Source: an optimization exercise on an open RTL-to-GDS flow (aim: small area, a short achievable clock period and few clock cycles per item). Production flows keep margins and buffers that such runs may drop.
In this exercise RTL edits were held to simulation tests only and were not proved equivalent to the original.

==> flow/design.v (excerpt) <==
module MyDesign #(parameter OUTPUT_LENGTH       = 8,
                  parameter MAX_MESSAGE_LENGTH  = 55,
                  parameter NUMBER_OF_Ks        = 64,
                  parameter NUMBER_OF_Hs        = 8 ,
                  parameter SYMBOL_WIDTH        = 8  )
            (
            output reg                                      dut__xxx__finish     ,
            input  wire                                     xxx__dut__go         ,
            input  wire  [ $clog2(MAX_MESSAGE_LENGTH):0]    xxx__dut__msg_length ,
            output reg  [ $clog2(MAX_MESSAGE_LENGTH)-1:0]   dut__msg__address  ,
            output wire                                     dut__msg__enable   ,
            output wire                                     dut__msg__write    ,
            input  wire [7:0]                               msg__dut__data     ,
            output wire [ $clog2(NUMBER_OF_Ks)-1:0]         dut__kmem__address  ,
            output wire                                     dut__kmem__enable   ,
            output wire                                     dut__kmem__write    ,
            input  wire [31:0]                              kmem__dut__data     ,
            output reg  [ $clog2(NUMBER_OF_Hs)-1:0]         dut__hmem__address  ,
            output wire                                     dut__hmem__enable   ,
            output wire                                     dut__hmem__write    ,
            input  wire [31:0]                              hmem__dut__data     ,
            output reg  [ $clog2(OUTPUT_LENGTH)-1:0]        dut__dom__address  ,
            output reg  [31:0]                              dut__dom__data     ,
            output wire                                     dut__dom__enable   ,
            output wire                                     dut__dom__write    ,
            input  wire                 clk             ,
            input  wire                 reset
            );
Size: roughly 3200 cells after synthesis, ~870 flip-flops, roughly 140 I/O pins, about 44000 um^2 of cells after synthesis.
Settings: LEC_CHECK=0, CAP_MARGIN=20, CORE_MARGIN=2, CORE_UTILIZATION=40, SLEW_MARGIN=20; clock period 10.0 ns.
run.sh (not shown) runs the stock make flow with config.mk's settings and CLKGATE_MAP_FILE= SYNTH_SCRIPT=/design/flow/synth_recipe.tcl, a recipe that flattens the netlist after the stock synthesis.
The first run completed without violations.
Testbench counts at the start, summed over its fixed seeds: cycles 17,711, hashes 192.
Then changed:
- SETUP_SLACK_MARGIN: unset -> 5
Result: First-iteration DRC count decreases by 1.2%. Area after synthesis does not change. Wire length came out higher by 4.2%. Via count increases by 3.6%. Non-clock buffer count grows by 143. Final area climbs by 4.5%. Hold slack is worse by 0.0031 ns. Worst setup slack improved by 0.74 ns. Global-route usage came out higher by 0.44 points.

---

== the baseline ==
Another version of the RTL of MyDesign (not shown whole).
For scale: ~4200 cells after synthesis, about 140 I/O pins.
Design MyDesign, start of the top module:
module MyDesign #(parameter OUTPUT_LENGTH       = 8,
                  parameter MAX_MESSAGE_LENGTH  = 55,
                  parameter NUMBER_OF_Ks        = 64,
                  parameter NUMBER_OF_Hs        = 8 ,
                  parameter SYMBOL_WIDTH        = 8  )
            (
            output reg                                      dut__xxx__finish     ,
            input  wire                                     xxx__dut__go         ,
            input  wire  [ $clog2(MAX_MESSAGE_LENGTH):0]    xxx__dut__msg_length ,
            output reg  [ $clog2(MAX_MESSAGE_LENGTH)-1:0]   dut__msg__address  ,
            output wire                                     dut__msg__enable   ,
            output wire                                     dut__msg__write    ,
            input  wire [7:0]                               msg__dut__data     ,
            output wire [ $clog2(NUMBER_OF_Ks)-1:0]         dut__kmem__address  ,
            output wire                                     dut__kmem__enable   ,
            output wire                                     dut__kmem__write    ,
            input  wire [31:0]                              kmem__dut__data     ,
            output reg  [ $clog2(NUMBER_OF_Hs)-1:0]         dut__hmem__address  ,
            output wire                                     dut__hmem__enable   ,
            output wire                                     dut__hmem__write    ,
            input  wire [31:0]                              hmem__dut__data     ,
            output reg  [ $clog2(OUTPUT_LENGTH)-1:0]        dut__dom__address  ,
            output reg  [31:0]                              dut__dom__data     ,
            output wire                                     dut__dom__enable   ,
            output wire                                     dut__dom__write    ,
            input  wire                 clk             ,
            input  wire                 reset
            );
==> flow/config.mk <==
export PLATFORM = sky130hd
export DESIGN_NAME = MyDesign
export DESIGN_NICKNAME = MyDesign
export VERILOG_FILES = /design/flow/design.v
export SDC_FILE = /design/flow/constraint.sdc
export NUM_CORES = 4
export LEC_CHECK = 0
export ABC_AREA = 1
export CAP_MARGIN = 20
export CORE_MARGIN = 2
export CORE_UTILIZATION = 40
export CTS_CLUSTER_DIAMETER = 100
export CTS_CLUSTER_SIZE = 24
export SETUP_SLACK_MARGIN = 5
export SLEW_MARGIN = 20
==> flow/constraint.sdc <==
create_clock -name core_clock -period 10.0 [get_ports {clk}]
set_input_delay 2.0000 -clock core_clock [delete_from_list [all_inputs] [get_ports {clk}]]
set_output_delay 2.0000 -clock core_clock [all_outputs]
set_load 0.01 [all_outputs]
standard.sh (not shown) runs the stock make flow with config.mk's settings and CLKGATE_MAP_FILE= SYNTH_SCRIPT=/design/flow/synth_recipe.tcl, a recipe that flattens the netlist after the stock synthesis.
==> flow/flow/run.sh <==
#!/bin/bash
bash standard.sh SETUP_SLACK_MARGIN=7 "BUFFER_PORTS_ARGS=-buffer_cell sky130_fd_sc_hd__buf_1" finish > standard.log 2>&1
Per the final summary, the baseline finished and its layout is clean on timing, DRC and antenna.
Testbench counts of the baseline, summed over its fixed seeds: cycles 17,686, hashes 192.
What the candidate does differently from the baseline at the input level:
- a change of CORE_UTILIZATION from 40 to 50
==> flow/flow/run.sh <==
#!/bin/bash
bash standard.sh SETUP_SLACK_MARGIN=6 "BUFFER_PORTS_ARGS=-buffer_cell sky130_fd_sc_hd__buf_1" finish > standard.log 2>&1
--- outcome ---
- Summary of the candidate over the baseline: via count of the first global-routing pass -about 13%, design area saw a decrease.
- In the metrics for the baseline and the candidate, the one carrying the lower total of plain and repair buffers excluding clock buffers is the candidate.
- Density: the candidate denser than the baseline
- From the baseline to the candidate the numbers moved as follows: final routed wire length divided by cell count -0.99 um, post-synthesis to final-layout area growth fell by 22 points, detailed router's first-iteration violation count up 290, total via count in the routed design now smaller, total of fill cells in the finished design down 1489.
- The candidate — depth of the most critical reg-to-reg path 5 lower, the baseline as reference

---

## build 26
MyDesign again, from the RTL that the note above started with.
==> flow/config.mk <==
export PLATFORM = sky130hd
export DESIGN_NAME = MyDesign
export DESIGN_NICKNAME = MyDesign
export VERILOG_FILES = /design/flow/design.v
export SDC_FILE = /design/flow/constraint.sdc
export NUM_CORES = 4
export LEC_CHECK = 0
export ABC_AREA = 1
export CAP_MARGIN = 0
export CORE_MARGIN = 2
export CORE_UTILIZATION = 40
export CTS_CLUSTER_DIAMETER = 100
export CTS_CLUSTER_SIZE = 24
export SETUP_SLACK_MARGIN = 5
export SLEW_MARGIN = 0
==> flow/constraint.sdc <==
create_clock -name core_clock -period 10.0 [get_ports {clk}]
set_input_delay 2.0000 -clock core_clock [delete_from_list [all_inputs] [get_ports {clk}]]
set_output_delay 2.0000 -clock core_clock [all_outputs]
set_load 0.01 [all_outputs]
==> flow/flow/run.sh <==
#!/bin/bash
bash standard.sh SETUP_SLACK_MARGIN=6 "BUFFER_PORTS_ARGS=-buffer_cell sky130_fd_sc_hd__buf_1" finish > standard.log 2>&1
Testbench counts of build 26, summed over its fixed seeds: cycles 17,686, hashes 192.
### build 26 -> build 15
Settings: CAP_MARGIN now 20, was 0; SLEW_MARGIN now 20, was 0.
==> flow/flow/run.sh <==
#!/bin/bash
bash standard.sh SETUP_SLACK_MARGIN=5 "BUFFER_PORTS_ARGS=-buffer_cell sky130_fd_sc_hd__buf_1" finish > standard.log 2>&1
### Flow results
Per the comparison of build 15 with build 26, via count of the first global-routing pass moved down; initial antenna violation count moved up; wire length moved down; hold slack moved up.
Of build 26 and build 15, the lower worst slew slack as a fraction of its limit belongs to build 26.
Changes observed in build 15 relative to build 26: quantity of gates resized following cts now smaller, per-cell via count in the routed design went down, critical path depth moved up, layout clock buffer count +1.9%.
#### Input delta (build 32 over build 15)
Settings: a deleted ABC_AREA that had been 1.
==> flow/flow/run.sh <==
#!/bin/bash
bash standard.sh SETUP_SLACK_MARGIN=5.5 "BUFFER_PORTS_ARGS=-buffer_cell sky130_fd_sc_hd__buf_1" finish > standard.log 2>&1
Results
Build 32 ended with every stage complete and zero timing, DRC or antenna violations.
Between build 15 and build 32, minimum clock period after layout decreased.
Build 15 was routed with more vias than build 32.
Build 32 vs build 15: die area down in build 32
Density: build 32 denser than build 15
In the tables for build 32 and build 15, met1 demand-to-capacity share in global routing reads lower with build 32.
Build 32 has final instance area below what build 15 had.
[compare] base=build 15 new=build 32: initial core utilization about even; total wire length fell 13%.
The following lists how build 60 was set up differently from build 32:
Settings: ABC_AREA newly set to 1.
==> flow/flow/run.sh <==
#!/bin/bash
bash standard.sh SETUP_SLACK_MARGIN=6 "BUFFER_PORTS_ARGS=-buffer_cell sky130_fd_sc_hd__buf_1" finish > standard.log 2>&1
==> comparison <==
Post-synthesis instance area (lower): build 32
Summary of build 60 over build 32: number of cells in the finished layout apart from fillers moved up; final critical path time including I/O delays and setup went down by 0.54 ns.
Here is what was changed in the inputs of build 24 compared with build 60.
==> flow/flow/run.sh <==
#!/bin/bash
bash standard.sh SETUP_SLACK_MARGIN=5.5 "BUFFER_PORTS_ARGS=-buffer_cell sky130_fd_sc_hd__buf_1" finish > standard.log 2>&1
- Build 24 was carried through to the last stage, and its layout satisfied the timing, DRC and antenna checks.
- Build 24 vs build 60, non-filler instance count after layout went down by 1.8%.
- Build 24 does better than build 60 on wire length of the first global-routing pass.
## Diff of input files: build 11 against build 24
==> flow/flow/run.sh <==
#!/bin/bash
bash standard.sh SETUP_SLACK_MARGIN=6.5 "BUFFER_PORTS_ARGS=-buffer_cell sky130_fd_sc_hd__buf_1" finish > standard.log 2>&1
==> notes.md <==
Build 11 was carried through to the last stage, and its layout satisfied the timing, DRC and antenna checks.
Total area of sequential cells: build 24 vs build 11 — no meaningful difference
Per the comparison of build 11 with build 24, worst setup slack saw an increase; slew at the pin with the worst max-slew slack has decreased.

## what the ideal ports hide
How much do the figures lean on ideal ports? The routed layouts below were timed once more, with nothing changed but the port constraints.
Step 1 sets driving cells, clkbuf_16 on the clock port and buf_2 on the other inputs (assumed; they add their load-dependent delay and slew).
Step 2 moves the port delays by t, midway between the first and last clock arrival at a register: inputs arrive t later, outputs are due t later. That takes back most of the time a late clock gives input paths.
a / b / c = no drivers / after step 1 / after step 2; a / b = the first two.
| run | shift t [ns] | slack for setup (ns) | worst register clock-pin slew, ns |
|---|---|---|---|
| the first run of note 1 | 0.732 | 4.105 / 4.105 / 4.105 | 0.07 / 0.07 |
| the second run of note 1 | 0.734 | 4.841 / 4.841 / 4.388 | 0.07 / 0.07 |
| the baseline | 0.732 | 6.121 / 6.121 / 5.791 | 0.11 / 0.11 |
| the candidate | 0.722 | 5.881 / 5.881 / 5.512 | 0.11 / 0.11 |
| build 26 | 0.732 | 6.010 / 6.010 / 5.442 | 0.10 / 0.10 |
| build 15 | 0.735 | 5.320 / 5.320 / 4.750 | 0.10 / 0.10 |
| build 32 | 0.709 | 5.501 / 5.501 / 5.048 | 0.11 / 0.11 |
| build 60 | 0.730 | 6.036 / 6.036 / 5.443 | 0.10 / 0.10 |
| build 24 | 0.734 | 5.700 / 5.700 / 5.004 | 0.11 / 0.11 |
| build 11 | 0.745 | 6.016 / 6.016 / 5.822 | 0.11 / 0.11 |
After both steps every run listed still meets setup and hold. The setup slack of build 24, which loses most, moves by 0.000 ns with the drivers and by -0.696 ns with both steps.
